Background: an optimization exercise with open tools, aiming at small area, a short achievable clock period and few clock cycles. Do not read the settings as production practice. No run shown here included a check of the RTL's function; only the layout flow was run. The flow treats the clock pin as an ideal source, which a real chip does not have. Power and IR drop assume default switching activity.

## flow/design.v

```verilog
module ALU_AddSub(
	output [31:0] sum,
	output [31:0] na,	 
	output [31:0] nbx,	 
	input  [31:0] a_reg,	 
	input  [31:0] b_reg,
	input  [31:0] wb,	 
	input         fa_next,	 
	input         fb_next,
	input         sub_next,	 
	input         clk
);
	wire [31:0] p, g;
	wire [7:0] subq;
	wire sub = subq[0];
	genvar i, l;
	generate
		for (i = 0; i < 32; i = i + 4) begin : in4
			AddSub_In4 u(.p(p[i+3:i]), .g(g[i+3:i]), .sub(subq[i/4]),
				.na(na[i+3:i]), .nbx(nbx[i+3:i]),
				.a_reg(a_reg[i+3:i]), .b_reg(b_reg[i+3:i]), .wb(wb[i+3:i]),
				.fa_next(fa_next), .fb_next(fb_next), .sub_next(sub_next), .clk(clk));
		end
	endgenerate
	wire [31:0] G [0:5];
	wire [31:0] P [0:5];
	wire g0c;
	g_aoi21 gc0(.a(p[0]), .b(sub), .c(g[0]), .y(g0c));	 
	g_inv   gc1(.a(g0c), .y(G[0][0]));
	assign G[0][31:1] = g[31:1];
	assign P[0] = p;
	generate
		for (l = 1; l <= 5; l = l + 1) begin : lv
			for (i = 0; i < 32; i = i + 1) begin : nd
				if (i < (1 << (l - 1))) begin : done
					g_inv gi(.a(G[l-1][i]), .y(G[l][i]));
					assign P[l][i] = 1'b0;
				end
				else if (l % 2 == 1) begin : inv
					g_aoi21 gg(.a(P[l-1][i]), .b(G[l-1][i-(1<<(l-1))]), .c(G[l-1][i]), .y(G[l][i]));
					if (i >= (1 << l)) begin : pp
						g_nand2 gp(.a(P[l-1][i]), .b(P[l-1][i-(1<<(l-1))]), .y(P[l][i]));
					end
					else begin : np
						assign P[l][i] = 1'b0;
					end
				end
				else begin : pos
					g_oai21 gg(.a(P[l-1][i]), .b(G[l-1][i-(1<<(l-1))]), .c(G[l-1][i]), .y(G[l][i]));
					if (i >= (1 << l)) begin : pp
						g_nor2 gp(.a(P[l-1][i]), .b(P[l-1][i-(1<<(l-1))]), .y(P[l][i]));
					end
					else begin : np
						assign P[l][i] = 1'b0;
					end
				end
			end
		end
	endgenerate
	g_xor2 gs0(.a(p[0]), .b(sub), .y(sum[0]));
	generate
		for (i = 1; i < 32; i = i + 1) begin : s
			g_xnor2 gs(.a(p[i]), .b(G[5][i-1]), .y(sum[i]));
		end
	endgenerate
endmodule
module ALU_Shr(
	output [31:0] y,
	input  [31:0] na,
	input  [4:0]  sh
);
	wire [31:0] x [0:5];
	assign x[0] = na;
	wire [4:0] nsh = ~sh;
	genvar i, l;
	generate
		for (l = 0; l < 5; l = l + 1) begin : lv
			for (i = 0; i < 32; i = i + 1) begin : b
				if (i + (1 << l) < 32) begin : m
					g_mux2i gm(.a0(x[l][i]), .a1(x[l][i + (1 << l)]), .s(sh[l]), .y(x[l+1][i]));
				end
				else if (l % 2 == 0) begin : f1
					g_nor2 gf(.a(x[l][i]), .b(sh[l]), .y(x[l+1][i]));
				end
				else begin : f0
					g_nand2 gf(.a(x[l][i]), .b(nsh[l]), .y(x[l+1][i]));
				end
			end
		end
	endgenerate
	assign y = x[5];
endmodule
module ALU_ResBit(
	output y,
	input  as, input sum,
	input  orr, input orv,
	input  srl, input shf,
	input  l0, input q0,
	input  l1, input q1,
	input  l2, input q2,
	input  l3, input q3
);
	wire n0, n1, n2, n3;
	g_aoi22 g0(.a(as), .b(sum), .c(orr), .d(orv), .y(n0));
	g_aoi22 g1(.a(srl), .b(shf), .c(l0), .d(q0), .y(n1));
	g_aoi22 g2(.a(l1), .b(q1), .c(l2), .d(q2), .y(n2));
	g_nand2 g3(.a(l3), .b(q3), .y(n3));
	g_nand4 g4(.a(n0), .b(n1), .c(n2), .d(n3), .y(y));
endmodule
module AddSub_In4(
	output [3:0] p,
	output [3:0] g,
	output       sub,
	output [3:0] na,
	output [3:0] nbx,
	input  [3:0] a_reg,
	input  [3:0] b_reg,
	input  [3:0] wb,
	input        fa_next,
	input        fb_next,
	input        sub_next,
	input        clk
);
	reg fa, fb, s;
	always @(posedge clk) begin
		fa <= fa_next;
		fb <= fb_next;
		s  <= sub_next;
	end
	assign sub = s;
	wire [3:0] bx_reg = b_reg ^ {4{s}};
	wire [3:0] bx_wb = wb ^ {4{s}};
	genvar i;
	generate
		for (i = 0; i < 4; i = i + 1) begin : b
			g_mux2i ma(.a0(a_reg[i]), .a1(wb[i]), .s(fa), .y(na[i]));
			g_mux2i mb(.a0(bx_reg[i]), .a1(bx_wb[i]), .s(fb), .y(nbx[i]));
			g_xor2 gp(.a(na[i]), .b(nbx[i]), .y(p[i]));
			g_nor2 gg(.a(na[i]), .b(nbx[i]), .y(g[i]));
		end
	endgenerate
endmodule
module DM(
	output [7:0]  q0,
	output [7:0]  q1,
	output [7:0]  q2,
	output [7:0]  q3,
	output [3:0]  oh,
	input  [31:0] nwrite_data,	 
	input         base_fwd_next,	 
	input  [6:0]  base_reg,	 
	input  [6:0]  base_wb,	 
	input  [1:0]  nbase_lo,	 
	input  [6:0]  off0,
	input  [6:0]  off1,
	input  [6:0]  off2,
	input  [6:0]  off3,
	input         mem_write,
	input         clk
);
	wire [1:0] o = ~nbase_lo + off3[1:0];
	assign oh = 4'b0001 << o;
	wire [31:0] wd = ~nwrite_data;
	reg [7:0] d0, d1, d2, d3;
	always @(*) begin
		case (o)
			2'd0: {d0, d1, d2, d3} = wd;
			2'd1: {d1, d2, d3, d0} = wd;
			2'd2: {d2, d3, d0, d1} = wd;
			default: {d3, d0, d1, d2} = wd;
		endcase
	end
	DM_Bank b0(.q(q0), .fwd_next(base_fwd_next), .base_reg(base_reg), .base_wb(base_wb), .off(off0), .d(d0), .we(mem_write), .clk(clk));
	DM_Bank b1(.q(q1), .fwd_next(base_fwd_next), .base_reg(base_reg), .base_wb(base_wb), .off(off1), .d(d1), .we(mem_write), .clk(clk));
	DM_Bank b2(.q(q2), .fwd_next(base_fwd_next), .base_reg(base_reg), .base_wb(base_wb), .off(off2), .d(d2), .we(mem_write), .clk(clk));
	DM_Bank b3(.q(q3), .fwd_next(base_fwd_next), .base_reg(base_reg), .base_wb(base_wb), .off(off3), .d(d3), .we(mem_write), .clk(clk));
endmodule
module DM_Bank(
	output [7:0] q,
	input        fwd_next,
	input  [6:0] base_reg,
	input  [6:0] base_wb,
	input  [6:0] off,	 
	input  [7:0] d,
	input        we,
	input        clk
);
	reg fwd;
	always @(posedge clk) fwd <= fwd_next;
	wire [6:0] nbase;
	genvar m;
	generate
		for (m = 0; m < 7; m = m + 1) begin : bm
			g_mux2i g(.a0(base_reg[m]), .a1(base_wb[m]), .s(fwd), .y(nbase[m]));
		end
	endgenerate
	wire [31:0] sel;
	DM_RowSel rowsel(.sel(sel), .nbase(nbase), .off(off));
	reg [7:0] M [0:31];
	integer i;
	always @(posedge clk) begin
		for (i = 0; i < 32; i = i + 1)
			if (we && sel[i]) M[i] <= d;
	end
	genvar j, k;
	generate
		for (j = 0; j < 8; j = j + 1) begin : bits
			wire [31:0] col;
			for (k = 0; k < 32; k = k + 1) begin : rows
				assign col[k] = M[k][j];
			end
			g_ao32 rd(.sel(sel), .d(col), .y(q[j]));
		end
	endgenerate
endmodule
module DM_RowSel(
	output [31:0] sel,
	input  [6:0]  nbase,
	input  [6:0]  off
);
	wire [4:0] nu = nbase[6:2];
	wire [4:0] v  = off[6:2];
	wire [4:0] nv = ~off[6:2];
	wire s11 = off[1] & off[0];
	wire s10 = off[1] & ~off[0];
	wire s01 = ~off[1] & off[0];
	wire x1_or_x0, x1, x1_and_x0, nc;
	g_nand2 gc0(.a(nbase[1]), .b(nbase[0]), .y(x1_or_x0));
	g_inv   gc1(.a(nbase[1]), .y(x1));
	g_nor2  gc2(.a(nbase[1]), .b(nbase[0]), .y(x1_and_x0));
	g_aoi222 gc3(.a(s11), .b(x1_or_x0), .c(s10), .d(x1), .e(s01), .f(x1_and_x0), .y(nc));
	wire [4:0] p, t0a, t1a, t0b, t1b;
	wire [1:0] t0h, t1h;
	genvar j, k;
	generate
		for (j = 0; j < 5; j = j + 1) begin : bits
			g_xnor2 gp(.a(nu[j]), .b(v[j]), .y(p[j]));
			if (j == 0) begin : b0
				g_xnor2 g1l(.a(p[0]), .b(nc), .y(t1h[0]));
				g_xor2  g0l(.a(p[0]), .b(nc), .y(t0h[0]));
				g_xnor2 g1h(.a(p[0]), .b(nc), .y(t1h[1]));
				g_xor2  g0h(.a(p[0]), .b(nc), .y(t0h[1]));
			end
			else begin : bn
				wire ca, cb;
				g_nand2 gca(.a(nu[j-1]), .b(nv[j-1]), .y(ca));
				g_nor2  gcb(.a(nu[j-1]), .b(nv[j-1]), .y(cb));
				g_xor2  g1a(.a(p[j]), .b(ca), .y(t1a[j]));
				g_xnor2 g0a(.a(p[j]), .b(ca), .y(t0a[j]));
				g_xor2  g1b(.a(p[j]), .b(cb), .y(t1b[j]));
				g_xnor2 g0b(.a(p[j]), .b(cb), .y(t0b[j]));
			end
		end
		for (k = 0; k < 32; k = k + 1) begin : rows
			wire [4:0] t;
			assign t[0] = (k & 1) ? t1h[k / 16] : t0h[k / 16];
			for (j = 1; j < 5; j = j + 1) begin : tb
				if (((k >> (j - 1)) & 1) == 0)
					assign t[j] = ((k >> j) & 1) ? t1a[j] : t0a[j];
				else
					assign t[j] = ((k >> j) & 1) ? t1b[j] : t0b[j];
			end
			wire n01, n234;
			g_nand2 ga(.a(t[0]), .b(t[1]), .y(n01));
			g_nand3 gb(.a(t[2]), .b(t[3]), .c(t[4]), .y(n234));
			g_nor2  gc(.a(n01), .b(n234), .y(sel[k]));
		end
	endgenerate
endmodule
module g_aoi22(input a, input b, input c, input d, output y);
	assign y = ~((a & b) | (c & d));
endmodule
module g_aoi222(input a, input b, input c, input d, input e, input f, output y);
	assign y = ~((a & b) | (c & d) | (e & f));
endmodule
module g_aoi21(input a, input b, input c, output y);
	assign y = ~((a & b) | c);
endmodule
module g_oai21(input a, input b, input c, output y);
	assign y = ~((a | b) & c);
endmodule
module g_nand2(input a, input b, output y);
	assign y = ~(a & b);
endmodule
module g_nand3(input a, input b, input c, output y);
	assign y = ~(a & b & c);
endmodule
module g_nand4(input a, input b, input c, input d, output y);
	assign y = ~(a & b & c & d);
endmodule
module g_nor2(input a, input b, output y);
	assign y = ~(a | b);
endmodule
module g_xor2(input a, input b, output y);
	assign y = a ^ b;
endmodule
module g_xnor2(input a, input b, output y);
	assign y = ~(a ^ b);
endmodule
module g_inv(input a, output y);
	assign y = ~a;
endmodule
module g_mux2i(input a0, input a1, input s, output y);
	assign y = ~(s ? a1 : a0);
endmodule
module g_ao32(input [31:0] sel, input [31:0] d, output y);
	wire [15:0] n1;
	wire [3:0]  n2;
	wire [1:0]  n3;
	genvar i;
	generate
		for (i = 0; i < 16; i = i + 1) begin : l1
			g_aoi22 g(.a(sel[2*i]), .b(d[2*i]), .c(sel[2*i+1]), .d(d[2*i+1]), .y(n1[i]));
		end
		for (i = 0; i < 4; i = i + 1) begin : l2
			g_nand4 g(.a(n1[4*i]), .b(n1[4*i+1]), .c(n1[4*i+2]), .d(n1[4*i+3]), .y(n2[i]));
		end
		for (i = 0; i < 2; i = i + 1) begin : l3
			g_nor2 g(.a(n2[2*i]), .b(n2[2*i+1]), .y(n3[i]));
		end
	endgenerate
	g_nand2 l4(.a(n3[0]), .b(n3[1]), .y(y));
endmodule
module g_ao31(input [31:1] sel, input [31:1] d, input en, input nz, output y);
	wire [10:0] n1;
	wire [2:0]  n2;
	wire [1:0]  n3;
	genvar i;
	generate
		for (i = 0; i < 10; i = i + 1) begin : l1
			g_aoi222 g(.a(sel[3*i+1]), .b(d[3*i+1]), .c(sel[3*i+2]), .d(d[3*i+2]),
				.e(sel[3*i+3]), .f(d[3*i+3]), .y(n1[i]));
		end
	endgenerate
	g_nand2 l1x(.a(sel[31]), .b(d[31]), .y(n1[10]));
	g_nand4 l2a(.a(n1[0]), .b(n1[1]), .c(n1[2]), .d(n1[3]), .y(n2[0]));
	g_nand4 l2b(.a(n1[4]), .b(n1[5]), .c(n1[6]), .d(n1[7]), .y(n2[1]));
	g_nand3 l2c(.a(n1[8]), .b(n1[9]), .c(n1[10]), .y(n2[2]));
	g_aoi22 l3a(.a(n2[0]), .b(en), .c(n2[1]), .d(en), .y(n3[0]));
	g_nand2 l3b(.a(n2[2]), .b(en), .y(n3[1]));
	g_nand3 l4(.a(n3[0]), .b(n3[1]), .c(nz), .y(y));
endmodule
module RF(
	output [31:0] src_data,
	output [31:0] tar_data,	 
	input  [4:0]  src_addr,
	input  [4:0]  tar_addr,
	input  [3:0]  src_lo,	 
	input  [7:0]  src_hi,
	input  [3:0]  tar_lo,
	input  [7:0]  tar_hi,
	input         tar_use,
	input  [31:0] tar_alt,
	input  [4:0]  dst_addr,
	input  [31:0] dst_data,
	input         reg_write,	 
	input         clk
);
	reg [31:0] R [1:31];
	integer i;
	always @(posedge clk) begin
		for (i = 1; i < 32; i = i + 1)
			if (reg_write && dst_addr == i) R[i] <= dst_data;
	end
	wire [31:1] ssel_lo, tsel_lo, ssel_hi, tsel_hi;
	RF_Dec dec_s0(.lo(src_lo), .hi(src_hi), .sel(ssel_lo));
	RF_Dec dec_t0(.lo(tar_lo), .hi(tar_hi), .sel(tsel_lo));
	RF_Dec dec_s1(.lo(src_lo), .hi(src_hi), .sel(ssel_hi));
	RF_Dec dec_t1(.lo(tar_lo), .hi(tar_hi), .sel(tsel_hi));
	wire byp_s = reg_write && (dst_addr == src_addr);
	wire byp_t = reg_write && (dst_addr == tar_addr);
	wire en_s = !byp_s;
	wire en_t = tar_use && !byp_t;
	wire [31:0] nz_s = ~({32{byp_s}} & dst_data);
	wire [31:0] nz_t = ~(({32{tar_use && byp_t}} & dst_data) | ({32{!tar_use}} & tar_alt));
	genvar j, k;
	generate
		for (j = 0; j < 32; j = j + 1) begin : bits
			wire [31:1] col;
			for (k = 1; k < 32; k = k + 1) begin : regs
				assign col[k] = R[k][j];
			end
			g_ao31 rs(.sel(j < 16 ? ssel_lo : ssel_hi), .d(col), .en(en_s), .nz(nz_s[j]), .y(src_data[j]));
			g_ao31 rt(.sel(j < 16 ? tsel_lo : tsel_hi), .d(col), .en(en_t), .nz(nz_t[j]), .y(tar_data[j]));
		end
	endgenerate
endmodule
module RF_Dec(input [3:0] lo, input [7:0] hi, output [31:1] sel);
	genvar k;
	generate
		for (k = 1; k < 32; k = k + 1) begin : d
			assign sel[k] = lo[k % 4] & hi[k / 4];
		end
	endgenerate
endmodule
module FinalCPU(
	output	wire	[31:0]	imem_addr,
	output	wire			wb_valid,
	output	wire	[4:0]	wb_addr,
	output	wire	[31:0]	wb_data,
	input	wire	[31:0]	imem_data,
	input	wire			rst,
	input	wire			clk
);
	reg [29:0] pc;
	always @(posedge clk) begin
		if (rst) pc <= 30'd0;
		else     pc <= pc + 30'd1;
	end
	assign imem_addr = {pc, 2'b00};
	reg [31:0] ir;
	reg        d_valid;
	reg [3:0]  rs_lo, rt_lo;
	reg [7:0]  rs_hi, rt_hi;
	always @(posedge clk) begin
		ir      <= imem_data;
		d_valid <= !rst;
		rs_lo   <= 4'b0001 << imem_data[22:21];
		rs_hi   <= 8'b00000001 << imem_data[25:23];
		rt_lo   <= 4'b0001 << imem_data[17:16];
		rt_hi   <= 8'b00000001 << imem_data[20:18];
	end
	wire [5:0] op    = ir[31:26];
	wire [4:0] rs    = ir[25:21];
	wire [4:0] rt    = ir[20:16];
	wire [4:0] rd    = ir[15:11];
	wire [4:0] shamt = ir[10:6];
	wire [5:0] fn    = ir[5:0];
	wire [15:0] imm  = ir[15:0];
	wire is_r    = (op == 6'h00);
	wire is_addi = (op == 6'h0C);
	wire is_subi = (op == 6'h0D);
	wire is_sw   = (op == 6'h10);
	wire is_lw   = (op == 6'h11);
	wire f_add = is_r && (fn == 6'h0B);
	wire f_sub = is_r && (fn == 6'h0D);
	wire f_or  = is_r && (fn == 6'h25);
	wire f_srl = is_r && (fn == 6'h02);
	wire [4:0] d_dst = is_r ? rd : rt;
	wire d_wen = d_valid && (is_r || is_addi || is_subi || is_lw) && (d_dst != 5'd0);
	wire d_use_rt = is_r || is_sw;
	reg [31:0] e_a, e_b;
	reg [4:0]  e_shamt;
	reg [6:0]  e_off0, e_off1, e_off2, e_off3;
	reg        e_addsub, e_or, e_srl, e_ld;
	reg        e_wen, e_sw;
	reg [4:0]  e_dst;
	reg        w_wen;
	reg [4:0]  w_dst;
	reg [31:0] w_data;
	wire [31:0] rs_val, rt_val;	 
	RF Register_File(
		.src_data(rs_val),
		.tar_data(rt_val),
		.src_addr(rs),
		.tar_addr(rt),
		.src_lo(rs_lo),
		.src_hi(rs_hi),
		.tar_lo(rt_lo),
		.tar_hi(rt_hi),
		.tar_use(d_use_rt),
		.tar_alt({{16{imm[15]}}, imm}),
		.dst_addr(w_dst),
		.dst_data(w_data),
		.reg_write(w_wen),
		.clk(clk)
	);
	always @(posedge clk) begin
		e_a     <= rs_val;
		e_b     <= rt_val;
		e_shamt <= shamt;
		e_off0  <= imm[6:0] + 7'd3;
		e_off1  <= imm[6:0] + 7'd2;
		e_off2  <= imm[6:0] + 7'd1;
		e_off3  <= imm[6:0];
		e_addsub <= f_add || f_sub || is_addi || is_subi;
		e_or    <= f_or;
		e_srl   <= f_srl;
		e_ld    <= is_lw;
		e_dst   <= d_dst;
		if (rst) begin
			e_wen <= 1'b0;
			e_sw  <= 1'b0;
		end
		else begin
			e_wen <= d_wen;
			e_sw  <= d_valid && is_sw;
		end
	end
	wire [31:0] w_fwd;
	wire [31:0] result;
	wire [31:0] na, nb;
	wire d_fa = e_wen && (e_dst == rs);
	wire d_fb = d_use_rt && e_wen && (e_dst == rt);
	genvar i;
	wire [31:0] sum, srl, orv;
	ALU_AddSub adder(
		.sum(sum),
		.na(na),
		.nbx(nb),
		.a_reg(e_a),
		.b_reg(e_b),
		.wb(w_fwd),
		.fa_next(d_fa),
		.fb_next(d_fb),
		.sub_next(f_sub || is_subi),
		.clk(clk)
	);
	ALU_Shr shifter(.y(srl), .na(na), .sh(e_shamt));
	generate
		for (i = 0; i < 32; i = i + 1) begin : orb
			g_nand2 go(.a(na[i]), .b(nb[i]), .y(orv[i]));	 
		end
	endgenerate
	wire [7:0] q [0:3];
	wire [3:0] oh;
	DM Data_Memory(
		.base_fwd_next(d_fa),
		.base_reg(e_a[6:0]),
		.base_wb(w_fwd[6:0]),
		.nbase_lo(na[1:0]),
		.q0(q[0]),
		.q1(q[1]),
		.q2(q[2]),
		.q3(q[3]),
		.oh(oh),
		.nwrite_data(nb),
		.off0(e_off0),
		.off1(e_off1),
		.off2(e_off2),
		.off3(e_off3),
		.mem_write(e_sw),
		.clk(clk)
	);
	wire [3:0] l = {4{e_ld}} & oh;
	generate
		for (i = 0; i < 32; i = i + 1) begin : res
			localparam integer K = 3 - i / 8;
			ALU_ResBit rb(
				.y(result[i]),
				.as(e_addsub), .sum(sum[i]),
				.orr(e_or), .orv(orv[i]),
				.srl(e_srl), .shf(srl[i]),
				.l0(l[0]), .q0(q[(0 + K) % 4][i % 8]),
				.l1(l[1]), .q1(q[(1 + K) % 4][i % 8]),
				.l2(l[2]), .q2(q[(2 + K) % 4][i % 8]),
				.l3(l[3]), .q3(q[(3 + K) % 4][i % 8])
			);
		end
	endgenerate
	Fwd_Reg Forward_Register(.q(w_fwd), .d(result), .clk(clk));
	always @(posedge clk) begin
		w_data <= result;
		w_dst  <= e_dst;
		if (rst) w_wen <= 1'b0;
		else     w_wen <= e_wen;
	end
	Out_Reg Output_Register(
		.wb_valid(wb_valid),
		.wb_addr(wb_addr),
		.wb_data(wb_data),
		.valid_in(!rst && e_wen),
		.addr_in(e_dst),
		.data_in(result),
		.clk(clk)
	);
endmodule
module Out_Reg(
	output reg        wb_valid,
	output reg [4:0]  wb_addr,
	output reg [31:0] wb_data,
	input             valid_in,
	input      [4:0]  addr_in,
	input      [31:0] data_in,
	input             clk
);
	always @(posedge clk) begin
		wb_valid <= valid_in;
		wb_addr  <= addr_in;
		wb_data  <= data_in;
	end
endmodule
module Fwd_Reg(
	output reg [31:0] q,
	input      [31:0] d,
	input             clk
);
	always @(posedge clk) q <= d;
endmodule
```

## flow/flow/run.sh

```bash
#!/bin/bash
# Layout flow: the standard flow with three extra steps, run through
# ORFS's step hooks:
#  - before floorplanning (flow/downsize.tcl): each combinational cell goes
#    back to its smallest size; timing repair then upsizes where needed;
#  - before clock-tree synthesis (flow/io_buffers.tcl): the port buffers get a
#    plain buffer cell;
#  - at the end of global routing (flow/post_grt.tcl): a second timing repair
#    of all endpoints within 0.15 ns of the worst.
# Each step's full output goes to a log file here.
set -euo pipefail
W=$(pwd)
bash standard.sh synth > synth.log 2>&1
bash standard.sh floorplan PRE_FLOORPLAN_TCL="$W/flow/downsize.tcl" > floorplan.log 2>&1
bash standard.sh place > place.log 2>&1
bash standard.sh cts PRE_CTS_TCL="$W/flow/io_buffers.tcl" > cts.log 2>&1
bash standard.sh grt POST_GLOBAL_ROUTE_TCL="$W/flow/post_grt.tcl" > grt.log 2>&1
bash standard.sh finish > layout.log 2>&1
test -f out/final.def
```

## flow/flow/downsize.tcl

```tcl
# Swap each combinational cell (not buffers, inverters or flip-flops) for the
# smallest-area cell of the same function and footprint family. Synthesis maps
# the small gate modules of this design one at a time and sizes each for an
# assumed load; the timing repair that follows upsizes where timing needs it.
set swapped 0
set saved 0.0
foreach inst [get_cells *] {
  set lc [get_lib_cells -of_objects $inst]
  set name [get_name $lc]
  if {![regexp {^sky130_fd_sc_hd__([a-z0-9]+)_([0-9]+)$} $name -> base drive]} { continue }
  if {[regexp {^(df|edf|sdf|dl|sdl|buf|inv|clk|conb|tap|fill|decap|dly|probe|lpflow|ebuf|einv|bufinv|bufbuf|macro|diode)} $base]} { continue }
  set best $lc
  set best_area [get_property $lc area]
  foreach cand [get_lib_cells sky130_fd_sc_hd__${base}_*] {
    if {![regexp "^sky130_fd_sc_hd__${base}_\[0-9\]+\$" [get_name $cand]]} { continue }
    if {[get_property $cand dont_use]} { continue }
    set a [get_property $cand area]
    if {$a < $best_area} { set best $cand; set best_area $a }
  }
  if {$best ne $lc} {
    set saved [expr {$saved + [get_property $lc area] - $best_area}]
    replace_cell $inst $best
    incr swapped
  }
}
puts "downsize: swapped $swapped cells, saved [format %.1f $saved] um2"
```

## flow/flow/io_buffers.tcl

```tcl
# Give every port buffer (the cells ORFS inserts between each input or output
# port and the logic) a plain buffer cell, sky130_fd_sc_hd__buf_4, in place of
# the delay cells it sometimes ends up with; the next legalization places
# them.
set n 0
foreach bterm [[ord::get_db_block] getBTerms] {
  if {[$bterm getName] eq "clk"} { continue }
  set net [$bterm getNet]
  if {$net eq "NULL"} { continue }
  set io [$bterm getIoType]
  foreach iterm [$net getITerms] {
    if {($io eq "INPUT" && [$iterm isInputSignal]) || ($io eq "OUTPUT" && [$iterm isOutputSignal])} {
      set inst [$iterm getInst]
      set lc [[$inst getMaster] getName]
      if {[regexp {^sky130_fd_sc_hd__(clkdlybuf|dlygate|buf_1$|buf_2$|clkbuf)} $lc]} {
        replace_cell [get_cells [$inst getName]] sky130_fd_sc_hd__buf_4
        incr n
      }
    }
  }
}
puts "io_buffers: replaced $n port buffers"
```

## flow/flow/post_grt.tcl

```tcl
# After ORFS's own repair at global routing: repair every endpoint whose slack
# is within 0.15 ns of the worst, so that the near-critical paths (which the
# repair of the single worst path leaves as they are) get some margin before
# detailed routing changes the parasitics. Then re-route the changed nets and
# rewrite the route guides, as global_route.tcl does.
estimate_parasitics -global_routing
set wns [worst_slack -max]
set margin [expr {$wns + 0.15}]
puts "post_grt: worst slack $wns, repairing endpoints below [format %.3f $margin]"
repair_timing -setup -setup_margin $margin -repair_tns 100 -match_cell_footprint -verbose
global_route -start_incremental
detailed_placement
global_route -end_incremental -congestion_report_file $::env(REPORTS_DIR)/congestion_post_grt_hook.rpt
estimate_parasitics -global_routing
puts "post_grt: worst slack now [worst_slack -max]"
write_guides $::env(RESULTS_DIR)/route.guide
```

## flow/standard.sh

```bash
#!/bin/bash
# synth_recipe.tcl (not shown) runs the flow's synth.tcl, then flattens the netlist and writes it again
# the make line also repeats each setting of config.mk as NAME=value (left out here)
make -C /OpenROAD-flow-scripts/flow DESIGN_CONFIG=/design/flow/config.mk WORK_HOME=/design/flow/orfs CLKGATE_MAP_FILE= SYNTH_SCRIPT=/design/flow/synth_recipe.tcl "${@:-finish}"
```

## flow/config.mk

```make
export PLATFORM = sky130hd
export DESIGN_NAME = FinalCPU
export DESIGN_NICKNAME = FinalCPU
export VERILOG_FILES = /design/flow/design.v
export SDC_FILE = /design/flow/constraint.sdc
export NUM_CORES = 8
export LEC_CHECK = 0
export CAP_MARGIN = 20
export CORE_MARGIN = 2
export CORE_UTILIZATION = 55
export CTS_CLUSTER_DIAMETER = 80
export CTS_CLUSTER_SIZE = 24
export SETUP_SLACK_MARGIN = 5
export SLEW_MARGIN = 65
export SYNTH_HIERARCHICAL = 1
export SYNTH_MINIMUM_KEEP_SIZE = 0
export TNS_END_PERCENT = 0
```

## flow/constraint.sdc

```tcl
create_clock -name core_clock -period 8.0 [get_ports {clk}]
set_input_delay 1.6000 -clock core_clock [delete_from_list [all_inputs] [get_ports {clk}]]
set_output_delay 1.6000 -clock core_clock [all_outputs]
set_load 0.01 [all_outputs]
```

==> flow_summary.ini, run 1 <==
[finish]
seq_area_um2 = 67200
layout.cells.most_common = edfxtp_1
drive_gt1_share_pct = 19.9
area_growth_pct = 15.3
nets = 6774
final_cell_mix = edfxtp_1 (2016), a222oi_1 (644), a22oi_1 (522)
fillers = 12500
finish.utilization_pct = 63.8
multi_input_area_um2 = 32000
fin_cells = 9143

[global_route]
gr-usage-all-layers_pct = 34.8
antenna_found_initial = 11
grt_start_max_net_pins = 71
grt_pass1_wl_um = 440000
gr-total-overflow = 0
grt_pass1_vias = 61900

[clock_tree]
tritoncts = yes
clock_latency_ns = 0.83
postCtsSetupRepairBufs = 12
cts_hold_buf = 0
numCtsBuffers = 134
clk_pin_slew_ns = 0.10
postCtsResizedCells = 280
cts_sinks = 2344

[worst_setup_path]
start_kind = flop
cp-startpoint = Data_Memory.b3.fwd
path_cells = buf_12, mux2i_4, nand2_1, xor2_2, nand3_1, nor2_2, a22oi_2, nand4_1, nor2_4, nand2_4, a22oi_1, nand4_1
endpoint_kind = flop
regToRegEndpoint = Forward_Register.q[9]
cp_num_buf_inv = 1
path_max_fanout = 9
cp_slowest_cell = dfxtp_4
reg2reg_from = Data_Memory.b3.fwd
worstPathArrival_ns = 3.96
path_depth = 12
cp.required_ns = 8.62
rrSetupSlack_ns = 4.66
cp_common_cell = nand4_1
critPathCapture = Forward_Register.q[9]
path_class = reg -> reg
cp_slowest_stage_delay_ns = 0.44
crit_family = simple AND/OR/NAND/NOR gates
worstRegToRegCells = 12

[floorplanning]
dieHeight_um = 419
row_count = 152
die-area_um2 = 176000
ios = 104
initial_core_util_pct = 55.3
die-width_um = 419
coreArea_um2 = 171000

[routing]
drt_iter0_drc = 11600
wl_per_cell_um = 34.5
dr.pass1.iters = 10
routed_wl_um = 315000
routed_via_density = 7.13
vias = 65200
drc_errors = 0
ant_nets = 0

[pwr]
netSwitchingFraction_pct = 30.8
pwr-share-comb_pct = 20.9
switching_power_mw = 8.52
power_mw = 27.7
p_seq_share_pct = 50.7
p_clk_share_pct = 28.4
ir_drop_mv = 0.212
powerDensity_nw_per_um2 = 253
p_int_mw = 19.2
power.leakage_nw = 35.0

[timing]
finalCritPeriodShare_pct = 41.7
timing.setup.tns_ns = 0
finalHoldViolCount = 0
fin_crit_ns = 3.34
hold_ws_ns = 0.356
skew_ns = 0.0341
finalSetupViolCount = 0
worst_slew_pin_slew_ns = 0.653
maxSlewHeadroom_pct = 56.3
drv_slew = 0
fmax_mhz = 300

[placed_design]
dp_hpwl_um = 204000
dp_cells = 8857
io_buffers = 101
routabilityCongestion = 0.939

[synthesis]
netlist_instances = 6374
synth_warnings = 17
syn_area_um2 = 94800
avgSynthCellArea_um2 = 14.9

[run]
maxCapViolations = 0

[run_status]
status = finished clean

[hold_path]
hold_path_class = reg -> reg
[layout make-up]
class / count / area share (%)
clock inverter: 60 / 0.711
tap: 2310 / 2.64
clock buffer: 169 / 3.38
multi-input combinational: 3909 / 29.3
inverter: 66 / 0.227
sequential: 2344 / 61.5
antenna: 8 / 0.0183
timing repair buffer: 277 / 2.28
[how the worst min path moves through the flow]
stage               start          to  slack [ns]  cells past startpoint
floorplan           ir[7]  e_shamt[1]        0.32                      0
global placement    ir[8]  e_shamt[2]        0.34                      0
detailed placement  ir[8]  e_shamt[2]        0.34                      0
CTS                 ir[8]  e_shamt[2]        0.35                      0
finish              ir[8]  e_shamt[2]        0.36                      0
[power by group through the flow]
stage	Clock [mW]	Combinational, mW	Sequential, mW
after detailed placement	0	4.75	14.3
after floorplan	0	2.45	14.2
after global placement	0	4.35	14.3
final	7.87	5.78	14.0
after CTS	7.90	5.19	14.0
[through the flow]
stage / instance area, µm² / worst slack [ns]
floorplan: 94800 / 4.61
global placement: 99400 / 3.53
detailed placement: 102000 / 3.91
CTS: 107000 / 4.72
finish: 109000 / 4.66
[per-layer routing]
layer,global-route usage (%),up-vias,wire (µm)
met1,46.4,32800,118000
met3,5.96,720,30800
li1,-,27500,-
met2,56.5,4140,150000
met4,15.2,10,16300
met5,0,-,69
[registers in the layout, summed over array words and instances, names as in the netlist, 30 cells and up]
signal and flops:
pc 30, Forward_Register.q 32, e_a 32, Register_File.R 992
e_b 32, Output_Register.wb_data 32, w_data 32, Data_Memory.b1.M 256
ir 32, Data_Memory.b3.M 256, Data_Memory.b2.M 256, Data_Memory.b0.M 256
==> run 2, diff against run 1 <==
--- a/flow/design.v
+++ b/flow/design.v
@@ -1,7 +1,5 @@
 module ALU_AddSub(
 	output [31:0] sum,
-	output [31:0] na,	 
-	output [31:0] nbx,	 
 	input  [31:0] a_reg,	 
 	input  [31:0] b_reg,
 	input  [31:0] wb,	 
@@ -10,7 +8,7 @@
 	input         sub_next,	 
 	input         clk
 );
-	wire [31:0] p, g;
+	wire [31:0] p, g, na, nbx;
 	wire [7:0] subq;
 	wire sub = subq[0];
 	genvar i, l;
@@ -493,11 +491,15 @@
 	wire d_fa = e_wen && (e_dst == rs);
 	wire d_fb = d_use_rt && e_wen && (e_dst == rt);
 	genvar i;
+	generate
+		for (i = 0; i < 32; i = i + 8) begin : fwd
+			Fwd_Mux8 ma(.y(na[i+7:i]), .a0(e_a[i+7:i]), .a1(w_fwd[i+7:i]), .s_next(d_fa), .clk(clk));
+			Fwd_Mux8 mb(.y(nb[i+7:i]), .a0(e_b[i+7:i]), .a1(w_fwd[i+7:i]), .s_next(d_fb), .clk(clk));
+		end
+	endgenerate
 	wire [31:0] sum, srl, orv;
 	ALU_AddSub adder(
 		.sum(sum),
-		.na(na),
-		.nbx(nb),
 		.a_reg(e_a),
 		.b_reg(e_b),
 		.wb(w_fwd),
@@ -587,3 +589,19 @@
 );
 	always @(posedge clk) q <= d;
 endmodule
+module Fwd_Mux8(
+	output [7:0] y,
+	input  [7:0] a0,
+	input  [7:0] a1,
+	input        s_next,
+	input        clk
+);
+	reg s;
+	always @(posedge clk) s <= s_next;
+	genvar i;
+	generate
+		for (i = 0; i < 8; i = i + 1) begin : m
+			g_mux2i g(.a0(a0[i]), .a1(a1[i]), .s(s), .y(y[i]));
+		end
+	endgenerate
+endmodule
==> run 2 against run 1 <==
Against the previous run: sequential share of layout area grew 0.066 points; core utilization shrank 0.59 points; worst setup slack gained 0.0018 ns.
==> flow_summary.ini, run 2 <==
[run_status]
status = finished clean

[finish]
fillers = 12800
stdcell_area_um2 = 110000
finish.utilization_pct = 63.2
nets = 6896
final_cell_mix = edfxtp_1 (2016), a222oi_1 (644), a22oi_1 (565)
top_register = Register_File.R
largest_reg_flops = 992
area_growth_pct = 14.6
fin_cells = 9269
drive_gt1_share_pct = 18.5
layout.cells.most_common = edfxtp_1

[pwr]
power_mw = 27.4
pwr-share-comb_pct = 20.6
p_seq_share_pct = 51.3
switching_power_mw = 8.37
power.leakage_nw = 35.4
ir_drop_mv = 0.214
netSwitchingFraction_pct = 30.5
p_clk_share_pct = 28.1
powerDensity_nw_per_um2 = 250
p_int_mw = 19.1

[worst_setup_path]
crit_family = simple AND/OR/NAND/NOR gates
endpoint_kind = flop
cp_slowest_cell = dfxtp_4
path_class = reg -> reg
rrSetupSlack_ns = 4.66
cp_slowest_stage_delay_ns = 0.41
worstPathArrival_ns = 4.03
path_max_fanout = 9
path_cells = mux2i_4, nand2_1, a222oi_1, buf_2, buf_6, buf_4, xor2_4, nand2_1, nor2_2, a22oi_1, nand4_1, nor2_4, nand2_4, a22oi_2, nand4_1
start_kind = flop
cp.required_ns = 8.69
cp_num_buf_inv = 3

[clock_tree]
postCtsSetupRepairBufs = 12
cts_hold_buf = 0
numCtsBuffers = 131
clk_pin_slew_ns = 0.09
postCtsResizedCells = 186
cts_sinks = 2352
clock_latency_ns = 0.85
tritoncts = yes

[floorplanning]
die-width_um = 421
initial_core_util_pct = 55.2
ios = 104
coreArea_um2 = 173000
row_count = 153
dieHeight_um = 421
die-area_um2 = 177000

[global_route]
grt_start_max_net_pins = 71
globalRouteMet3Util_pct = 6.51
grt_pass1_wl_um = 449000
gr-usage-all-layers_pct = 35.1
antenna_found_initial = 13
grt-busiest-layer = met2
met1_usage_pct = 46.0
grt_pass1_vias = 63000
met2_usage_pct = 56.4
gr-total-overflow = 0

[synthesis]
syn_area_um2 = 95600
avgSynthCellArea_um2 = 14.8
netlist_instances = 6446
synth_warnings = 18

[hold_path]
hold_path_class = reg -> reg

[placed_design]
routabilityCongestion = 0.993
dpl_cell_area_um2 = 103000
dp_cells = 8987
pre_cts_ws_ns = 3.88
io_buffers = 101
dp_hpwl_um = 212000

[routing]
vias = 65600
dr.pass1.iters = 10
ant_nets = 0
drt_iter0_drc = 11100
routed_wl_um = 320000
routed_via_density = 7.08
drc_errors = 0
wl_per_cell_um = 34.5

[timing]
fmax_mhz = 300
hold_ws_ns = 0.388
finalCritPeriodShare_pct = 41.7
maxSlewHeadroom_pct = 58.1
timing.setup.tns_ns = 0
worst_slew_pin_slew_ns = 0.628
finalHoldViolCount = 0
skew_ns = 0.0452
finalSetupViolCount = 0
postLayoutSetupSlackWorst_ns = 4.66
drv_slew = 0
fin_crit_ns = 3.34

[run]
maxCapViolations = 0
-- run 2: cell types whose count changed in the layout (fill, tap and decap cells not counted), sizes merged --
| cell | before | now |
|---|---|---|
| mux2i | 253 | 317 |
| buf | 268 | 306 |
| clkbuf | 178 | 192 |
| inv | 91 | 80 |
| clkdlybuf4s18 | 0 | 9 |
| dfxtp | 328 | 336 |
| nor2 | 373 | 368 |
| diode | 8 | 4 |
| mux2 | 41 | 38 |
| clkinvlp | 9 | 7 |
| bufinv | 8 | 9 |
| clkinv | 18 | 19 |
| dlymetal6s2s | 0 | 1 |
-- run 2: area by class of cell --
| class | count | area [µm²] | share of cell area [%] |
|---|---|---|---|
| sequential | 2352 | 67400 | 61.5 |
| multi-input combinational | 3965 | 31600 | 28.9 |
| clock buffer | 170 | 3670 | 3.35 |
| timing repair buffer | 338 | 3040 | 2.77 |
| tap | 2325 | 2910 | 2.66 |
| clock inverter | 49 | 632 | 0.577 |
| inverter | 66 | 248 | 0.226 |
| antenna | 4 | 10.0 | 0.00914 |
-- run 2: metal layers --
layer	wire (µm)	vias up
li1	-	27800
met1	119000	33100
met2	152000	3924
met3	30900	719
met4	18100	8
met5	51	-
-- run 2: power groups by stage --
| stage | clock network, mW | registers (mW) | logic, mW |
|---|---|---|---|
| floorplan | 0 | 14.2 | 2.50 |
| global placement | 0 | 14.4 | 4.46 |
| detailed placement | 0 | 14.3 | 4.83 |
| finish | 7.70 | 14.1 | 5.65 |
| CTS | 7.73 | 14.1 | 5.13 |
-- run 2: worst reg2reg max path: stages, from the launching register on --
cell	delay [ns]
dfxtp_4	0.41
mux2i_4	0.26
nand2_1	0.07
a222oi_1	0.29
buf_2	0.22
buf_6	0.12
buf_4	0.12
xor2_4	0.35
nand2_1	0.12
nor2_2	0.34
a22oi_1	0.18
nand4_1	0.19
nor2_4	0.08
nand2_4	0.13
a22oi_2	0.10
nand4_1	0.26
-- run 2: worst paths after layout --
path / cells past startpoint / endpoint / startpoint
worst min register to register: 0 / e_shamt[1] / ir[7]
worst max-delay path: 15 / w_data[17] / Data_Memory.b2.fwd
worst min-delay path: 0 / e_shamt[1] / ir[7]
worst max register to register: 15 / w_data[17] / Data_Memory.b2.fwd
==> run 3, diff against run 2 <==
--- a/flow/config.mk
+++ b/flow/config.mk
@@ -7,9 +7,10 @@
 export LEC_CHECK = 0
 export CAP_MARGIN = 20
 export CORE_MARGIN = 2
-export CORE_UTILIZATION = 55
+export CORE_UTILIZATION = 62
 export CTS_CLUSTER_DIAMETER = 80
 export CTS_CLUSTER_SIZE = 24
+export PLACE_DENSITY = 0.7
 export SETUP_SLACK_MARGIN = 5
 export SLEW_MARGIN = 65
 export SYNTH_HIERARCHICAL = 1
==> run 3 against run 2 <==
Against the previous run: final cell count is 3.3% lower; hold slack better by 0.0035 ns; maximum frequency is 3.0% lower; register-to-register slack worse by 0.10 ns; die area is 11% lower; sequential cell count stayed put; still clean.
==> flow_summary.ini, run 3 <==
[timing]
finalHoldViolCount = 0
finalCritPeriodShare_pct = 43.0
fmax_mhz = 291
fin_crit_ns = 3.44
skew_ns = 0.0395
postLayoutSetupSlackWorst_ns = 4.56
maxSlewHeadroom_pct = 57.3
drv_slew = 0
finalSetupViolCount = 0
timing.setup.tns_ns = 0
worst_slew_pin_slew_ns = 0.641

[global_route]
gr-usage-all-layers_pct = 38.5
grt_pass1_wl_um = 439000
antenna_found_initial = 4
gr-total-overflow = 0
grt_start_max_net_pins = 67
grt_pass1_vias = 63900

[worst_setup_path]
path_max_fanout = 9
cp.required_ns = 8.60
endpoint_kind = flop
start_kind = flop
worstPathArrival_ns = 4.04
path_class = reg -> reg

[routing]
routed_wl_um = 311000
ant_nets = 0
drc_errors = 0
routed_via_density = 7.48
drt_iter0_drc = 12300
dr.pass1.iters = 13
vias = 67100
wl_per_cell_um = 34.7

[pwr]
pwr-share-comb_pct = 21.1
p_clk_share_pct = 25.9
switching_power_mw = 8.16
powerDensity_nw_per_um2 = 245
power.leakage_nw = 34.9
p_int_mw = 18.4
p_seq_share_pct = 53.0
netSwitchingFraction_pct = 30.8
power_mw = 26.5
ir_drop_mv = 0.208

[finish]
nets = 6854
final_cell_mix = edfxtp_1 (2016), a222oi_1 (644), a22oi_1 (560)
top_register = Register_File.R
fin_cells = 8967
area_growth_pct = 13.1
stdcell_area_um2 = 108000
largest_reg_flops = 992
drive_gt1_share_pct = 17.5
layout.cells.most_common = edfxtp_1

[clock_tree]
numCtsBuffers = 117
clock_latency_ns = 0.80
postCtsResizedCells = 180
postCtsSetupRepairBufs = 9
cts_sinks = 2352
clk_pin_slew_ns = 0.10
cts_hold_buf = 0
tritoncts = yes

[placed_design]
dp_cells = 8684
dpl_cell_area_um2 = 102000
routabilityCongestion = 0.991
dp_hpwl_um = 204000
pre_cts_ws_ns = 3.75
io_buffers = 101

[floorplanning]
row_count = 144
die-area_um2 = 157000
initial_core_util_pct = 62.2
dieHeight_um = 397
die-width_um = 397
ios = 104
coreArea_um2 = 154000

[synthesis]
syn_area_um2 = 95600
netlist_instances = 6446
avgSynthCellArea_um2 = 14.8
synth_warnings = 18

[hold_path]
hold_path_class = reg -> reg

[run_status]
status = finished clean

[run]
maxCapViolations = 0
-- run 3: layer usage --
layer / part of all wire, % / routed length, µm / track usage, %
met4: 6.0 / 18500 / 19.4
met1: 35 / 110000 / 51.5
met2: 46 / 143000 / 59.8
met3: 13 / 39000 / 8.72
met5: 0.046 / 143 / 0.523
-- run 3: path summary, 6_finish.rpt --
kind,startpoint,to,slack (ns),depth (start not counted)
max,e_a[3],Output_Register.wb_data[19],4.56,11
min,ir[7],e_shamt[1],0.39,0
max reg2reg,e_a[3],Output_Register.wb_data[19],4.56,11
min reg2reg,ir[7],e_shamt[1],0.39,0
-- run 3: power groups by stage --
stage | logic, mW | clock network (mW) | registers, mW
4_1_cts | 4.99 | 6.85 | 14.0
6_report | 5.61 | 6.88 | 14.1
3_3_place_gp | 4.35 | 0 | 14.3
2_1_floorplan | 2.50 | 0 | 14.2
3_5_place_dp | 4.72 | 0 | 14.3
-- run 3: worst max-delay path, cell delays in order, from the launching register on --
cell and delay, ns:
dfxtp_1 0.68, mux2i_4 0.22, xnor2_4 0.46, xor2_2 0.30
nand2_1 0.16, nor2_2 0.10, a22oi_2 0.16, nand4_1 0.28
nor2_4 0.29, nand2_4 0.13, a22oi_2 0.18, nand4_1 0.25
-- run 3: layout make-up --
type | count | area, µm²
fillers | 10100 | 45600
clock inverters | 35 | 369
inverters | 66 | 248
clock buffers | 189 | 3300
repair buffers | 310 | 2740
diodes | 6 | 15.0
flip-flops and latches | 2352 | 67400
multi-input cells | 3965 | 31500
well taps | 2044 | 2560
-- run 3: through the flow --
step                      util (%)  hold slack (ns)
after floorplan                  -            0.324
final                         70.3            0.391
after global placement        64.9            0.374
after CTS                     69.1            0.386
after detailed placement      66.4            0.378
==> run 4, diff against run 3 <==
--- a/flow/config.mk
+++ b/flow/config.mk
@@ -7,10 +7,10 @@
 export LEC_CHECK = 0
 export CAP_MARGIN = 20
 export CORE_MARGIN = 2
-export CORE_UTILIZATION = 62
-export CTS_CLUSTER_DIAMETER = 80
-export CTS_CLUSTER_SIZE = 24
-export PLACE_DENSITY = 0.7
+export CORE_UTILIZATION = 55
+export CTS_BUF_LIST = sky130_fd_sc_hd__clkbuf_8
+export CTS_CLUSTER_DIAMETER = 60
+export CTS_CLUSTER_SIZE = 14
 export SETUP_SLACK_MARGIN = 5
 export SLEW_MARGIN = 65
 export SYNTH_HIERARCHICAL = 1
==> run 4 against run 3 <==
Against the previous run: total power shrank 0.64%; highest routed layer unchanged; largest cell class unchanged; combinational power increased by 3%; sequential power is essentially flat; hold slack gained 0.0078 ns; global-route usage fell by 3.3 points; synthesized cell count is the same; synthesized area unchanged; die area up 13%; cell area grew 1.3%; clock skew rose by 0.011 ns.
==> flow_summary.ini, run 4 <==
[clock_tree]
postCtsSetupRepairBufs = 18
tritoncts = yes
postCtsResizedCells = 278
cts_hold_buf = 0
clock_latency_ns = 1.05
numCtsBuffers = 197
clk_pin_slew_ns = 0.10
cts_sinks = 2352

[finish]
final_cell_mix = edfxtp_1 (2016), a222oi_1 (644), a22oi_1 (488)
stdcell_area_um2 = 109000
nets = 6966
top_register = Register_File.R
largest_reg_flops = 992
fin_cells = 9378
area_growth_pct = 14.5
drive_gt1_share_pct = 21.1
layout.cells.most_common = edfxtp_1

[timing]
fin_crit_ns = 3.30
finalCritPeriodShare_pct = 41.2
finalSetupViolCount = 0
finalHoldViolCount = 0
hold_ws_ns = 0.399
skew_ns = 0.0500
timing.setup.tns_ns = 0
fmax_mhz = 303
drv_slew = 0
worst_slew_pin_slew_ns = 0.614
postLayoutSetupSlackWorst_ns = 4.70
maxSlewHeadroom_pct = 58.9

[pwr]
ir_drop_mv = 0.181
power.leakage_nw = 35.5
powerDensity_nw_per_um2 = 241

[placed_design]
dpl_cell_area_um2 = 103000
dp_hpwl_um = 212000
io_buffers = 101
routabilityCongestion = 0.993
dp_cells = 8987
pre_cts_ws_ns = 3.88

[worst_setup_path]
worstRegToRegCells = 15
worstPathArrival_ns = 4.14
path_depth = 15
path_class = reg -> reg
path_cells = mux2i_4, nand2_1, a222oi_1, buf_2, buf_6, buf_4, xor2_4, nand2_2, nor2_4, a22oi_1, nand4_1, nor2_4, nand2_4, a22oi_1, nand4_1
path_max_fanout = 9
cp_num_buf_inv = 3
cp_slowest_stage_delay_ns = 0.40
regToRegEndpoint = Output_Register.wb_data[22]
crit_family = simple AND/OR/NAND/NOR gates
endpoint_kind = flop
reg2reg_from = Data_Memory.b2.fwd
cp_slowest_cell = dfxtp_4
cp.required_ns = 8.84
start_kind = flop
rrSetupSlack_ns = 4.70

[routing]
dr.pass1.iters = 13
ant_nets = 0
routed_via_density = 7.03
drt_iter0_drc = 10800
routed_wl_um = 321000
drc_errors = 0
wl_per_cell_um = 34.2
vias = 65900

[synthesis]
avgSynthCellArea_um2 = 14.8
synth_warnings = 18
syn_area_um2 = 95600
netlist_instances = 6446

[floorplanning]
dieHeight_um = 421
coreArea_um2 = 173000
initial_core_util_pct = 55.2
die-area_um2 = 177000
die-width_um = 421
ios = 104
row_count = 153

[global_route]
gr-usage-all-layers_pct = 35.3
grt_pass1_vias = 63800
gr-total-overflow = 0
grt_pass1_wl_um = 452000
grt_start_max_net_pins = 71
antenna_found_initial = 11

[hold_path]
hold_path_class = reg -> reg
holdCritStartpoint = ir[7]
holdPathEnd = e_shamt[1]
min_path_cells = 0

[run_status]
status = finished clean

[run]
maxCapViolations = 0
-- run 4: how the worst max path moves through the flow --
stage / startpoint / end / slack, ns
6_report: Data_Memory.b2.fwd / Output_Register.wb_data[22] / 4.70
4_1_cts: Data_Memory.b3.fwd / Output_Register.wb_data[13] / 4.73
3_5_place_dp: Data_Memory.b2.fwd / w_data[6] / 3.88
3_3_place_gp: Data_Memory.b3.fwd / w_data[17] / 3.53
2_1_floorplan: e_shamt[0] / Data_Memory.b3.M[2][0] / 4.61
-- run 4: metrics by stage --
step / utilization (%) / power [mW]
floorplan: - / 16.7
global placement: 57.9 / 18.8
detailed placement: 59.3 / 19.2
CTS: 61.8 / 25.8
finish: 63.2 / 26.4
-- run 4: layer usage --
layer	vias up	global-route usage (%)	part of all wire [%]
met3	769	6.85	9.4
met5	-	0	0.0072
li1	28000	-	-
met2	3922	56.5	47
met1	33200	46.0	37
met4	4	18.1	5.9
-- run 4: where the power goes --
part	internal (mW)	leakage [nW]	switching, mW
Combinational	1.64	11.9	4.15
Clock	2.49	2.05	4.02
Sequential	13.9	21.5	0.217
Total	18.0	35.5	8.39
-- run 4: cell type report --
cell class                 instances  area (µm²)
sequential                      2352       67500
clock inverter                   112         609
multi-input combinational       3965       32300
clock buffer                     206        2840
inverter                          66         248
timing repair buffer             342        3090
fill                           12900       63800
tap                             2325        2910
antenna                           10        25.0
-- run 4: worst reg2reg max path, stage by stage (launching register included) --
cell and delay, ns:
dfxtp_4 0.40, mux2i_4 0.25, nand2_1 0.07, a222oi_1 0.29, buf_2 0.21, buf_6 0.12
buf_4 0.13, xor2_4 0.14, nand2_2 0.14, nor2_4 0.07, a22oi_1 0.25, nand4_1 0.29
nor2_4 0.23, nand2_4 0.14, a22oi_1 0.20, nand4_1 0.20
==> run 5, diff against run 4 <==
==> flow/config.mk (replaced) <==
export PLATFORM = sky130hd
export DESIGN_NAME = FinalCPU
export DESIGN_NICKNAME = FinalCPU
export VERILOG_FILES = /design/flow/design.v
export SDC_FILE = /design/flow/constraint.sdc
export NUM_CORES = 8
export LEC_CHECK = 0
export CAP_MARGIN = 20
export CORE_MARGIN = 2
export CORE_UTILIZATION = 50
export CTS_CLUSTER_DIAMETER = 80
export CTS_CLUSTER_SIZE = 24
export SETUP_SLACK_MARGIN = 5
export SLEW_MARGIN = 60
export SYNTH_HIERARCHICAL = 1
export SYNTH_MINIMUM_KEEP_SIZE = 0
export TNS_END_PERCENT = 0
==> run 5 against run 4 <==
Against the previous run: count of clock-buffer cells in the layout decreased by 31; via count decreased by 0.90%; sequential share of layout area increased by 0.88 points; sequential cell count unchanged; critical path depth decreased by 3; global-route usage decreased by 3.7 points; register-to-register slack got worse by 0.18 ns; critical endpoint is now Output_Register.wb_data[13].
==> flow_summary.ini, run 5 <==
[run_status]
status = finished clean

[clock_tree]
postCtsSetupRepairBufs = 11
clk_pin_slew_ns = 0.10
tritoncts = yes
numCtsBuffers = 121
postCtsResizedCells = 273
clock_latency_ns = 0.85
cts_sinks = 2352
cts_hold_buf = 0

[timing]
drv_slew = 0
maxSlewHeadroom_pct = 56.0
fmax_mhz = 287
finalHoldViolCount = 0
fin_crit_ns = 3.48
hold_ws_ns = 0.383
finalSetupViolCount = 0
worst_slew_pin_slew_ns = 0.641
timing.setup.tns_ns = 0
finalCritPeriodShare_pct = 43.5
skew_ns = 0.0354

[finish]
area_growth_pct = 12.6
multi_input_area_um2 = 30800
drive_gt1_share_pct = 16.3
layout.cells.most_common = edfxtp_1
top_register = Register_File.R
largest_reg_flops = 992
seq_area_um2 = 67400
nets = 6795
final_cell_mix = edfxtp_1 (2016), a222oi_1 (644), a22oi_1 (587)
fillers = 15100

[global_route]
grt_start_max_net_pins = 75
antenna_found_initial = 6
grt_pass1_wl_um = 444000
grt_pass1_vias = 62800
gr-usage-all-layers_pct = 31.5
gr-total-overflow = 0

[synthesis]
synth_warnings = 18
syn_area_um2 = 95600
netlist_instances = 6446
avgSynthCellArea_um2 = 14.8

[routing]
drt_iter0_drc = 11000
wl_per_cell_um = 33.6
drc_errors = 0
dr.pass1.iters = 11
routed_wl_um = 315000
vias = 65300
ant_nets = 0
routed_via_density = 6.97

[worst_setup_path]
cp_slowest_stage_delay_ns = 0.43
cp.required_ns = 8.63
path_cells = buf_4, mux2i_4, nand2_1, xor2_2, nand3_1, nor2_4, a22oi_2, nand4_1, nor2_2, nand2_4, a22oi_2, nand4_1
start_kind = flop
path_max_fanout = 8
cp_slowest_cell = mux2i_4
endpoint_kind = flop
path_class = reg -> reg
crit_family = simple AND/OR/NAND/NOR gates
worstPathArrival_ns = 4.11
cp_num_buf_inv = 1

[floorplanning]
row_count = 160
die-width_um = 441
ios = 104
initial_core_util_pct = 50.3
dieHeight_um = 441
die-area_um2 = 195000
coreArea_um2 = 190000

[placed_design]
routabilityCongestion = 0.997
dp_hpwl_um = 207000
io_buffers = 101

[pwr]
ir_drop_mv = 0.232
power_mw = 26.8
power.leakage_nw = 34.5
powerDensity_nw_per_um2 = 249

[hold_path]
hold_path_class = reg -> reg

[run]
maxCapViolations = 0
## run 5: layout make-up
| cell class | count | area share, % |
|---|---|---|
| sequential | 2352 | 62.5 |
| multi-input combinational | 3965 | 28.6 |
| clock buffer | 175 | 3.23 |
| tap | 2511 | 2.92 |
| timing repair buffer | 247 | 2.00 |
| clock inverter | 46 | 0.473 |
| inverter | 66 | 0.230 |
| antenna | 4 | 0.00929 |
## run 5: final timing paths
check,startpoint,slack [ns],cells after the start,end
min reg2reg,ir[8],0.38,0,e_shamt[2]
max reg2reg,Data_Memory.b0.fwd,4.52,12,Output_Register.wb_data[13]
max,Data_Memory.b0.fwd,4.52,12,Output_Register.wb_data[13]
min,ir[8],0.38,0,e_shamt[2]
## run 5: where the power goes
group / switching, mW / internal [mW] / total [mW]
Clock: 4.08 / 3.24 / 7.32
Sequential: 0.221 / 13.9 / 14.1
Combinational: 3.96 / 1.45 / 5.41
Total: 8.26 / 18.6 / 26.8
## run 5: through the flow
step                cell area [µm²]  util (%)  std cells  worst slack [ns]
floorplan                     95600         -       6447              4.61
global placement             100000      52.7       9079              3.41
CTS                          107000      56.2       9347              4.63
detailed placement           102000      53.6       9115              3.57
finish                       108000      56.6       9366              4.52
## run 5: routing by layer
layer / track usage, % / share of wire, % / vias to the layer above
met4: 15.8 / 5.6 / 2
li1: - / - / 27600
met3: 5.63 / 9.4 / 730
met5: 0 / 0.0041 / -
met2: 50.1 / 47 / 3958
met1: 41.8 / 38 / 33000
==> run 6, diff against run 5 <==
--- a/flow/design.v
+++ b/flow/design.v
@@ -443,9 +443,9 @@
 	reg        e_addsub, e_or, e_srl, e_ld;
 	reg        e_wen, e_sw;
 	reg [4:0]  e_dst;
-	reg        w_wen;
-	reg [4:0]  w_dst;
-	reg [31:0] w_data;
+	wire        w_wen;
+	wire [4:0]  w_dst;
+	wire [31:0] w_data;
 	wire [31:0] rs_val, rt_val;	 
 	RF Register_File(
 		.src_data(rs_val),
@@ -551,21 +551,18 @@
 		end
 	endgenerate
 	Fwd_Reg Forward_Register(.q(w_fwd), .d(result), .clk(clk));
-	always @(posedge clk) begin
-		w_data <= result;
-		w_dst  <= e_dst;
-		if (rst) w_wen <= 1'b0;
-		else     w_wen <= e_wen;
-	end
 	Out_Reg Output_Register(
-		.wb_valid(wb_valid),
-		.wb_addr(wb_addr),
-		.wb_data(wb_data),
+		.wb_valid(w_wen),
+		.wb_addr(w_dst),
+		.wb_data(w_data),
 		.valid_in(!rst && e_wen),
 		.addr_in(e_dst),
 		.data_in(result),
 		.clk(clk)
 	);
+	assign wb_valid = w_wen;
+	assign wb_addr  = w_dst;
+	assign wb_data  = w_data;
 endmodule
 module Out_Reg(
 	output reg        wb_valid,
--- a/flow/config.mk
+++ b/flow/config.mk
@@ -7,11 +7,11 @@
 export LEC_CHECK = 0
 export CAP_MARGIN = 20
 export CORE_MARGIN = 2
-export CORE_UTILIZATION = 50
+export CORE_UTILIZATION = 55
 export CTS_CLUSTER_DIAMETER = 80
 export CTS_CLUSTER_SIZE = 24
 export SETUP_SLACK_MARGIN = 5
-export SLEW_MARGIN = 60
+export SLEW_MARGIN = 65
 export SYNTH_HIERARCHICAL = 1
 export SYNTH_MINIMUM_KEEP_SIZE = 0
 export TNS_END_PERCENT = 0
==> run 6 against run 5 <==
Against the previous run: still clean; maximum frequency increased by 5.9%; non-clock buffer count increased by 127; first-iteration DRC count increased by 3.6%; worst setup slack improved by 0.19 ns; final cell count decreased by 1.2%; cell area increased by 2.2%; sequential share of layout area decreased by 1.9 points; clock skew increased by 0.0083 ns; core utilization increased by 7.5 points; combinational power increased by 7.4%; critical endpoint is now Data_Memory.b2.M[2][7]; largest cell class unchanged.
==> flow_summary.ini, run 6 <==
[run_status]
status = finished clean

[floorplanning]
die-width_um = 419
dieHeight_um = 419
initial_core_util_pct = 55.3
die-area_um2 = 176000
ios = 104
coreArea_um2 = 172000
row_count = 152

[global_route]
met2_usage_pct = 56.4
grt_pass1_wl_um = 451000
grt_start_max_net_pins = 68
antenna_found_initial = 20
gr-usage-all-layers_pct = 36.1
grt-busiest-layer = met2
grt_pass1_vias = 63200
met1_usage_pct = 48.6
gr-total-overflow = 0
globalRouteMet3Util_pct = 7.83

[placed_design]
dp_cells = 8911
routabilityCongestion = 0.979
dp_hpwl_um = 206000
io_buffers = 101

[synthesis]
synth_warnings = 18
avgSynthCellArea_um2 = 14.8
syn_area_um2 = 94800
netlist_instances = 6403

[finish]
finish.utilization_pct = 64.2
fillers = 12600
layout.cells.most_common = edfxtp_1
top_register = Register_File.R
fin_cells = 9249
area_growth_pct = 16.0
largest_reg_flops = 992
drive_gt1_share_pct = 20.2
nets = 6881
final_cell_mix = edfxtp_1 (2016), a222oi_1 (644), a22oi_1 (530)

[worst_setup_path]
path_cells = mux2i_1, inv_1, ha_2, xnor3_4, buf_8, buf_16, mux2i_1, mux2_4
cp_common_cell = mux2i_1
path_max_fanout = 32
cp_slowest_cell = xnor3_4
cp.required_ns = 8.56
cp_slowest_stage_delay_ns = 0.58
start_kind = flop
path_class = reg -> reg
worstPathArrival_ns = 3.85
endpoint_kind = flop

[timing]
finalSetupViolCount = 0
fin_crit_ns = 3.29
drv_slew = 0
maxSlewHeadroom_pct = 56.9
fmax_mhz = 304
timing.setup.tns_ns = 0
hold_ws_ns = 0.402
worst_slew_pin_slew_ns = 0.646
finalCritPeriodShare_pct = 41.1
finalHoldViolCount = 0
skew_ns = 0.0437

[clock_tree]
numCtsBuffers = 120
postCtsSetupRepairBufs = 46
cts_hold_buf = 0
tritoncts = yes
clock_latency_ns = 0.84
clk_pin_slew_ns = 0.09
postCtsResizedCells = 468
cts_sinks = 2314

[pwr]
powerDensity_nw_per_um2 = 243
power.leakage_nw = 35.5
ir_drop_mv = 0.215
power_mw = 26.7

[routing]
wl_per_cell_um = 35.1
vias = 66500
routed_via_density = 7.18
routed_wl_um = 325000
drt_iter0_drc = 11400
dr.pass1.iters = 13
drc_errors = 0
ant_nets = 0

[hold_path]
hold_path_class = reg -> reg

[run]
maxCapViolations = 0
==> run 6: area by class of cell <==
cell class / instances / area (µm²) / area share (%)
clock buffer: 170 / 3340 / 3.03
tap: 2310 / 2890 / 2.63
timing repair buffer: 374 / 4360 / 3.96
antenna: 4 / 10.0 / 0.00910
clock inverter: 48 / 498 / 0.453
inverter: 66 / 248 / 0.225
multi-input combinational: 3963 / 32000 / 29.1
sequential: 2314 / 66700 / 60.6
==> run 6: worst max-delay path: cells and delay by family, from the launching register on <==
kind / cells / cell delay, ns
mux: 3 / 1.20
fa+ha+maj: 1 / 0.18
flops: 1 / 0.54
buf+inv: 3 / 0.47
xor+xnor: 1 / 0.58
==> run 6: worst paths after layout <==
kind | cells past startpoint | from | slack (ns) | to
max reg2reg | 8 | fwd[0].ma.s | 4.71 | Data_Memory.b2.M[2][7]
min | 0 | e_dst[4] | 0.40 | Output_Register.wb_addr[4]
max | 8 | fwd[0].ma.s | 4.71 | Data_Memory.b2.M[2][7]
min reg2reg | 0 | e_dst[4] | 0.40 | Output_Register.wb_addr[4]
==> run 6: power breakdown <==
group / total (mW) / internal, mW / switching (mW)
sequential: 13.8 / 13.7 / 0.186
combinational: 5.81 / 1.68 / 4.13
clock: 7.06 / 3.07 / 3.99
total: 26.7 / 18.4 / 8.30
==> run 6: stage by stage <==
step	area, µm²	worst slack [ns]
floorplan	94900	4.61
global placement	99300	3.37
detailed placement	102000	3.92
CTS	109000	4.79
finish	110000	4.71
==> run 6: layer usage <==
metal,routed length (µm),vias up
met1,122000,33600
met2,150000,4237
met4,17200,16
met3,35600,783
met5,113,-
li1,-,27800

-- static timing again, ports no longer ideal --
Ports are ideal in the flow. The routed layouts listed here were re-timed in OpenROAD.
Step 1: set_driving_cell puts a clkbuf_16 on clk and a buf_2 on each other input, an assumption about the parent block.
Step 2 times the ports against the registers' clock, not the clock port: input delays grow and output delays shrink by t, the midpoint of the rising clock arrivals with the driver on.
Three values: ideal ports, drivers, drivers and shift; two values: the first two.
run | shift t [ns] | setup slack, ns | worst data-port slew with drivers (ns)
run 1 | 0.907 | 4.661 / 4.661 / 4.661 | 0.05
run 2 | 0.923 | 4.663 / 4.663 / 4.663 | 0.11
run 3 | 0.876 | 4.560 / 4.560 / 4.560 | 0.05
run 4 | 1.112 | 4.701 / 4.701 / 4.701 | 0.11
run 5 | 0.925 | 4.519 / 4.519 / 4.519 | 0.12
run 6 | 0.909 | 4.712 / 4.712 / 4.712 | 0.10
After both steps setup and hold are still met in every run listed.
